Background: an optimization exercise with open tools, aiming at small area and a short achievable clock period. Do not read the settings as production practice.
Where RTL was checked, it was by simulation tests only, not by an equivalence proof against the original.
No driver is modelled on the clock port, so clock power and skew are understated where the tree is cut down; a real chip needs a root buffer or a tree.
Power figures rest on the tool's default switching activity, not on a simulated workload.

oak:
==> flow/design.v (excerpt) <==
module fpadd(a,b,clk,out);
input [31:0] a,b;
input clk;
output [31:0] out;
reg [31:0] ra, rb;
reg ge_m, ge_x;
always @(posedge clk) begin
  ra <= a;
  rb <= b;
  ge_m <= a[30:23] >= b[30:23];
  ge_x <= ~(b[30:23] > a[30:23]);
end
wire [7:0] ex2;
wire [22:0] mx2;
wire [23:0] my2;
wire sg2, sx2;
cmpshift u_cmp(.clk(clk), .a(ra), .b(rb), .ge_m(ge_m), .ge_x(ge_x), .ex(ex2), .mx(mx2), .my(my2), .sg(sg2), .sx(sx2));
wire [23:0] t3;
wire [7:0] ex3;
wire sg3;
faddsub u_add(.clk(clk), .ex(ex2), .mx(mx2), .my(my2), .sg(sg2), .sx(sx2), .t(t3), .ex_o(ex3), .sg_o(sg3));
wire [23:0] t4;
wire [7:0] ex4;
wire sg4;
normalized u_norm(.clk(clk), .t(t3), .ex(ex3), .sg(sg3), .t_o(t4), .ex_o(ex4), .sg_o(sg4));
buffer2 u_out(.clk(clk), .t(t4), .ex(ex4), .sg(sg4), .q(out));
endmodule
For scale: ~1,300 cells after synthesis, roughly 220 flip-flops, roughly 97 I/O pins, roughly 10,000 µm² of cells after synthesis.
clock: 13.0 ns
lec_check: 0
abc_area: 1
cap_margin: 20
core_margin: 2
core_utilization: 40
cts_buf_list: sky130_fd_sc_hd__clkbuf_8
slew_margin: 20
standard.sh (not shown) runs the stock make flow with config.mk's settings and CLKGATE_MAP_FILE= SYNTH_SCRIPT=/design/flow/synth_recipe.tcl, a recipe that flattens the netlist after the stock synthesis.
==> flow/flow/run.sh <==
#!/bin/bash
# Standard ORFS layout, with plain buffers (not delay cells) on the ports.
set -euo pipefail
export BUFFER_PORTS_ARGS="-buffer_cell sky130_fd_sc_hd__buf_2"
bash standard.sh > standard.log 2>&1
Having completed the whole flow, oak delivered a layout that passed the timing, DRC and antenna checks.
#### Input delta (pine over oak)
# oak
export LEC_CHECK = 0
export ABC_AREA = 1
export CAP_MARGIN = 20
export CORE_MARGIN = 2
export CORE_UTILIZATION = 40
export CTS_BUF_LIST = sky130_fd_sc_hd__clkbuf_8
export SLEW_MARGIN = 20
create_clock -name core_clock -period 13.0 [get_ports {clk}]
# pine
export LEC_CHECK = 0
export ABC_AREA = 1
export CAP_MARGIN = 20
export CORE_MARGIN = 2
export CORE_UTILIZATION = 40
export CTS_BUF_LIST = sky130_fd_sc_hd__clkbuf_4
export SLEW_MARGIN = 20
create_clock -name core_clock -period 13.0 [get_ports {clk}]
Notes after the runs:
pine finished every stage and its layout cleared the timing, DRC and antenna checks.
Compared with oak, in pine post-synthesis net count saw little to no change, first-pass GRT wire length saw an increase, peak clock frequency supported by timing saw a decrease, die area saw little to no change, total internal power saw a decrease.
Proportion of cell area spent on the clock network in pine vs oak: down 1.4 points
Between oak and pine, the flow reports final net count increasing slightly.
Looking at initial antenna violation count, pine sits 1 above oak.
When the final numbers for pine and oak were put side by side, the worst-margin pin slew turned out to be smaller in oak.
Diff oak -> pine: worst hold slack fell by 14 ps, overall power of the completed layout fell by 5.8%.
--- input diff pine..birch ---
# pine
export LEC_CHECK = 0
export ABC_AREA = 1
export CAP_MARGIN = 20
export CORE_MARGIN = 2
export CORE_UTILIZATION = 40
export CTS_BUF_LIST = sky130_fd_sc_hd__clkbuf_4
export SLEW_MARGIN = 20
create_clock -name core_clock -period 13.0 [get_ports {clk}]
# birch
export LEC_CHECK = 0
export ABC_AREA = 1
export CAP_MARGIN = 20
export CORE_MARGIN = 2
export CORE_UTILIZATION = 40
export CTS_CLUSTER_DIAMETER = 200
export CTS_CLUSTER_SIZE = 30
export SLEW_MARGIN = 20
create_clock -name core_clock -period 13.0 [get_ports {clk}]
### Flow results
- Compared to pine, the routing of birch uses less wire.
- Delta (birch minus pine): fraction of area in registers shows an increase of 1.3 points, total power decreased about 9%.
- Antenna diode instance count down 2 in birch wrt pine
- birch completed end to end with timing, DRC and antenna clean.
What maple does differently from birch at the input level:
# birch
export LEC_CHECK = 0
export ABC_AREA = 1
export CAP_MARGIN = 20
export CORE_MARGIN = 2
export CORE_UTILIZATION = 40
export CTS_CLUSTER_DIAMETER = 200
export CTS_CLUSTER_SIZE = 30
export SLEW_MARGIN = 20
create_clock -name core_clock -period 13.0 [get_ports {clk}]
# maple
export LEC_CHECK = 0
export ABC_AREA = 1
export CAP_MARGIN = 20
export CORE_MARGIN = 2
export CORE_UTILIZATION = 40
export SLEW_MARGIN = 20
create_clock -name core_clock -period 13.0 [get_ports {clk}]
==> flow/flow/run.sh <==
#!/bin/bash
# Standard ORFS layout, with plain buffers (not delay cells) on the ports,
# and timing repair asked to leave extra setup slack.
set -euo pipefail
export BUFFER_PORTS_ARGS="-buffer_cell sky130_fd_sc_hd__buf_2"
export SETUP_SLACK_MARGIN=9.5
bash standard.sh > standard.log 2>&1
--- outcome ---
- Of birch and maple, maple shows the higher number of resized instances in the post-cts repair step, with birch below it.
- maple vs birch: met3 usage up in maple
- maple falls short of birch in total length of routed wires.
- From maple to birch, register bit count reported by yosys did not move at all.
- For the final period demand of the worst path, maple came in 20 ps higher than birch did.
- maple consumes more power than birch does.
- As far as overall global routing resource usage is concerned, maple and birch perform about the same.
## Diff of input files: cedar against maple
==> flow/flow/run.sh <==
#!/bin/bash
# Standard ORFS layout, with plain buffers (not delay cells) on the ports.
set -euo pipefail
export BUFFER_PORTS_ARGS="-buffer_cell sky130_fd_sc_hd__buf_2"
bash standard.sh > standard.log 2>&1
Notes after the runs:
- Across maple and cedar, the outcome is the same: a clean finish for every run.
- Compared with maple, cedar shows a layout overhead on the synthesized area that is 0.88 points lower.
- Share of cells above drive strength 1 is higher on maple
- Average wire length per cell after detail routing of cedar is on par with maple.
- Diff maple -> cedar: combinational power now smaller, worst setup slack down 8.0 ps, final standard cell utilization of the core went down, sequential share of layout area saw an increase.
- On final cell count, maple and cedar are basically level.

fpadd, a different RTL version from the one above (not shown whole).
Size: roughly 97 I/O pins, about 9800 um2 of cells after synthesis.
==> flow/config.mk <==
export PLATFORM = sky130hd
export DESIGN_NAME = fpadd
export DESIGN_NICKNAME = fpadd
export VERILOG_FILES = /design/flow/design.v
export SDC_FILE = /design/flow/constraint.sdc
export NUM_CORES = 4
export LEC_CHECK = 0
export ABC_AREA = 1
export CAP_MARGIN = 20
export CORE_MARGIN = 2
export CORE_UTILIZATION = 60
export PLACE_DENSITY = 0.7
export SLEW_MARGIN = 20
==> flow/constraint.sdc <==
create_clock -name core_clock -period 13.0 [get_ports {clk}]
set_input_delay 2.6000 -clock core_clock [delete_from_list [all_inputs] [get_ports {clk}]]
set_output_delay 2.6000 -clock core_clock [all_outputs]
set_load 0.01 [all_outputs]
==> flow/flow/run.sh <==
#!/bin/bash
# Standard ORFS layout with three changes: plain buffers (not delay cells)
# on the ports (flow/place_hook.tcl); a two-level inverter clock tree in
# place of TritonCTS (flow/cts_hook.tcl); and timing repair asked to leave
# more setup slack than the clock needs, so that it buffers and sizes the
# slowest paths.
set -euo pipefail
here=$(pwd)
export PRE_GLOBAL_PLACE_TCL=$here/flow/place_hook.tcl
export SETUP_SLACK_MARGIN=9.8
export PRE_CTS_TCL=$here/flow/cts_hook.tcl
export MANTREE_LEAVES=12
export MANTREE_ROOTS=4
bash standard.sh > standard.log 2>&1
==> flow/flow/mantree.tcl <==
# Build a two-level clock tree: one root buffer driving K leaf buffers,
# each leaf driving the flip-flops of one k-means cluster.
proc mantree_build {K leafcell rootcell} {
  set db [ord::get_db]
  set block [ord::get_db_block]
  set clknet [$block findNet clk]
  set sinks {}
  set xs {}; set ys {}
  foreach it [$clknet getITerms] {
    set inst [$it getInst]
    set bb [$inst getBBox]
    lappend sinks $it
    lappend xs [expr {([$bb xMin] + [$bb xMax]) / 2.0}]
    lappend ys [expr {([$bb yMin] + [$bb yMax]) / 2.0}]
  }
  set n [llength $sinks]
  # k-means, seeded by sorting along x then y in strips
  set idx [lsort -integer -command [list apply {{xs a b} {expr {[lindex $xs $a] < [lindex $xs $b] ? -1 : 1}}} $xs] [lrange [list_range $n] 0 end]]
  set cx {}; set cy {}
  for {set k 0} {$k < $K} {incr k} {
    set i [lindex $idx [expr {int(($k + 0.5) * $n / $K)}]]
    lappend cx [lindex $xs $i]; lappend cy [lindex $ys $i]
  }
  set cap [expr {int(ceil(1.0 * $n / $K)) + 2}]
  for {set iter 0} {$iter < 30} {incr iter} {
    # balanced assignment: greedy by distance with capacity
    set pairs {}
    for {set i 0} {$i < $n} {incr i} {
      for {set k 0} {$k < $K} {incr k} {
        set d [expr {abs([lindex $xs $i] - [lindex $cx $k]) + abs([lindex $ys $i] - [lindex $cy $k])}]
        lappend pairs [list $d $i $k]
      }
    }
    set pairs [lsort -real -index 0 $pairs]
    set asg [lrepeat $n -1]
    set cnt [lrepeat $K 0]
    foreach p $pairs {
      lassign $p d i k
      if {[lindex $asg $i] >= 0} continue
      if {[lindex $cnt $k] >= $cap} continue
      lset asg $i $k
      lset cnt $k [expr {[lindex $cnt $k] + 1}]
    }
    set sx [lrepeat $K 0.0]; set sy [lrepeat $K 0.0]
    for {set i 0} {$i < $n} {incr i} {
      set k [lindex $asg $i]
      lset sx $k [expr {[lindex $sx $k] + [lindex $xs $i]}]
      lset sy $k [expr {[lindex $sy $k] + [lindex $ys $i]}]
    }
    for {set k 0} {$k < $K} {incr k} {
      if {[lindex $cnt $k] > 0} {
        lset cx $k [expr {[lindex $sx $k] / [lindex $cnt $k]}]
        lset cy $k [expr {[lindex $sy $k] / [lindex $cnt $k]}]
      }
    }
  }
  set leafm [$db findMaster $leafcell]
  set rootm [$db findMaster $rootcell]
  # root at the centroid of the leaves
  set rx 0.0; set ry 0.0
  for {set k 0} {$k < $K} {incr k} { set rx [expr {$rx + [lindex $cx $k]}]; set ry [expr {$ry + [lindex $cy $k]}] }
  set rx [expr {int($rx / $K)}]; set ry [expr {int($ry / $K)}]
  # R roots, each driving the leaves nearest to it (leaves split by k-means
  # on their own positions); the clock port drives the R roots
  set R $::env(MANTREE_ROOTS)
  set lasg [mantree_kmeans $cx $cy $R]
  set roots {}
  set rnets {}
  for {set r 0} {$r < $R} {incr r} {
    set sx 0.0; set sy 0.0; set c 0
    for {set k 0} {$k < $K} {incr k} {
      if {[lindex $lasg $k] == $r} { set sx [expr {$sx + [lindex $cx $k]}]; set sy [expr {$sy + [lindex $cy $k]}]; incr c }
    }
    set root [odb::dbInst_create $block $rootm "clkroot_$r"]
    $root setLocation [expr {int($sx / max($c,1))}] [expr {int($sy / max($c,1))}]
    $root setPlacementStatus PLACED
    set rnet [odb::dbNet_create $block "clknet_root_$r"]
    $rnet setSigType CLOCK
    lappend roots $root
    lappend rnets $rnet
  }
  set leafnets {}
  for {set k 0} {$k < $K} {incr k} {
    set b [odb::dbInst_create $block $leafm "clkleaf_$k"]
    $b setLocation [expr {int([lindex $cx $k])}] [expr {int([lindex $cy $k])}]
    $b setPlacementStatus PLACED
    set ln [odb::dbNet_create $block "clknet_leaf_$k"]
    $ln setSigType CLOCK
    [$b findITerm A] connect [lindex $rnets [lindex $lasg $k]]
    [mantree_out $b] connect $ln
    lappend leafnets $ln
  }
  for {set i 0} {$i < $n} {incr i} {
    set it [lindex $sinks $i]
    $it disconnect
    $it connect [lindex $leafnets [lindex $asg $i]]
  }
  foreach root $roots rnet $rnets {
    [$root findITerm A] connect $clknet
    [mantree_out $root] connect $rnet
  }
  puts "mantree: $n sinks, $K leaves, counts $cnt"
}
proc list_range {n} { set l {}; for {set i 0} {$i < $n} {incr i} { lappend l $i }; return $l }
proc mantree_out {inst} {
  set it [$inst findITerm X]
  if {$it eq "NULL" || $it eq ""} { set it [$inst findITerm Y] }
  return $it
}
# k-means of points (xs, ys) into K groups, seeded along x; returns the group of each point
proc mantree_kmeans {xs ys K} {
  set n [llength $xs]
  set idx [lsort -integer -command [list apply {{xs a b} {expr {[lindex $xs $a] < [lindex $xs $b] ? -1 : 1}}} $xs] [list_range $n]]
  set cx {}; set cy {}
  for {set k 0} {$k < $K} {incr k} {
    set i [lindex $idx [expr {int(($k + 0.5) * $n / $K)}]]
    lappend cx [lindex $xs $i]; lappend cy [lindex $ys $i]
  }
  set asg [lrepeat $n 0]
  for {set iter 0} {$iter < 20} {incr iter} {
    for {set i 0} {$i < $n} {incr i} {
      set best 0; set bd 1e30
      for {set k 0} {$k < $K} {incr k} {
        set d [expr {abs([lindex $xs $i] - [lindex $cx $k]) + abs([lindex $ys $i] - [lindex $cy $k])}]
        if {$d < $bd} { set bd $d; set best $k }
      }
      lset asg $i $best
    }
    for {set k 0} {$k < $K} {incr k} {
      set sx 0.0; set sy 0.0; set c 0
      for {set i 0} {$i < $n} {incr i} {
        if {[lindex $asg $i] == $k} { set sx [expr {$sx + [lindex $xs $i]}]; set sy [expr {$sy + [lindex $ys $i]}]; incr c }
      }
      if {$c > 0} { lset cx $k [expr {$sx / $c}]; lset cy $k [expr {$sy / $c}] }
    }
  }
  return $asg
}
Other scripts of this flow, unchanged in this note and not shown: flow/flow/cts_hook.tcl, flow/flow/place_hook.tcl
The baseline completed without violations.
Then changed:
--- a/flow/flow/run.sh
+++ b/flow/flow/run.sh
@@ -10 +10 @@
-export SETUP_SLACK_MARGIN=9.8
+export SETUP_SLACK_MARGIN=9.7
@@ -13 +13 @@
-export MANTREE_ROOTS=4
+export MANTREE_ROOTS=2
Die area stays the same.
Critical path depth increases by 1.
Global-route usage increases by 0.30 points.
Flip-flop and latch count is unchanged.
First-iteration DRC count increases by 14%.
Via count is about the same.
Area after synthesis stays the same.
Final area decreases by 0.82%.
Wire length increases by 2.1%.
No run of this note included a check of the RTL's function; only the layout flow was run. No run of this note takes its clock network from TritonCTS; it comes from the design's own scripts or RTL.

[afterwards: timing with drivers on the ports]
No port has a modelled driver above. Below, the same layouts with a new extraction and two added sets of constraints.
Step 1, drivers: a clkbuf_16 drives clk and a buf_2 each remaining input, both assumed.
Step 2 times the ports against the registers' clock, not the clock port: input delays grow and output delays shrink by t, the midpoint of the rising clock arrivals with the driver on.
Slacks: no drivers / after step 1 / after step 2; pairs: no drivers / after step 1.
run | t, ns | setup WS [ns] | worst setup path at the end | pins driven straight from the clock port
oak | 0.550 | 9.460 / 9.417 / 9.368 | input to register | 1
pine | 0.690 | 9.278 / 9.236 / 9.388 | input to register | 1
birch | 0.510 | 9.492 / 9.442 / 9.387 | input to register | 1
maple | 0.555 | 9.471 / 9.425 / 9.371 | input to register | 1
cedar | 0.555 | 9.463 / 9.418 / 9.370 | input to register | 1
the first run of note 2 | 0.353 | 9.698 / 9.614 / 9.525 | input to register | 4
the second run of note 2 | 0.317 | 9.673 / 9.615 / 9.428 | input to register | 2
After both steps every run listed still meets setup and hold. The setup slack of the second run of note 2, which loses most, moves by -0.058 ns with the drivers and by -0.245 ns with both steps.
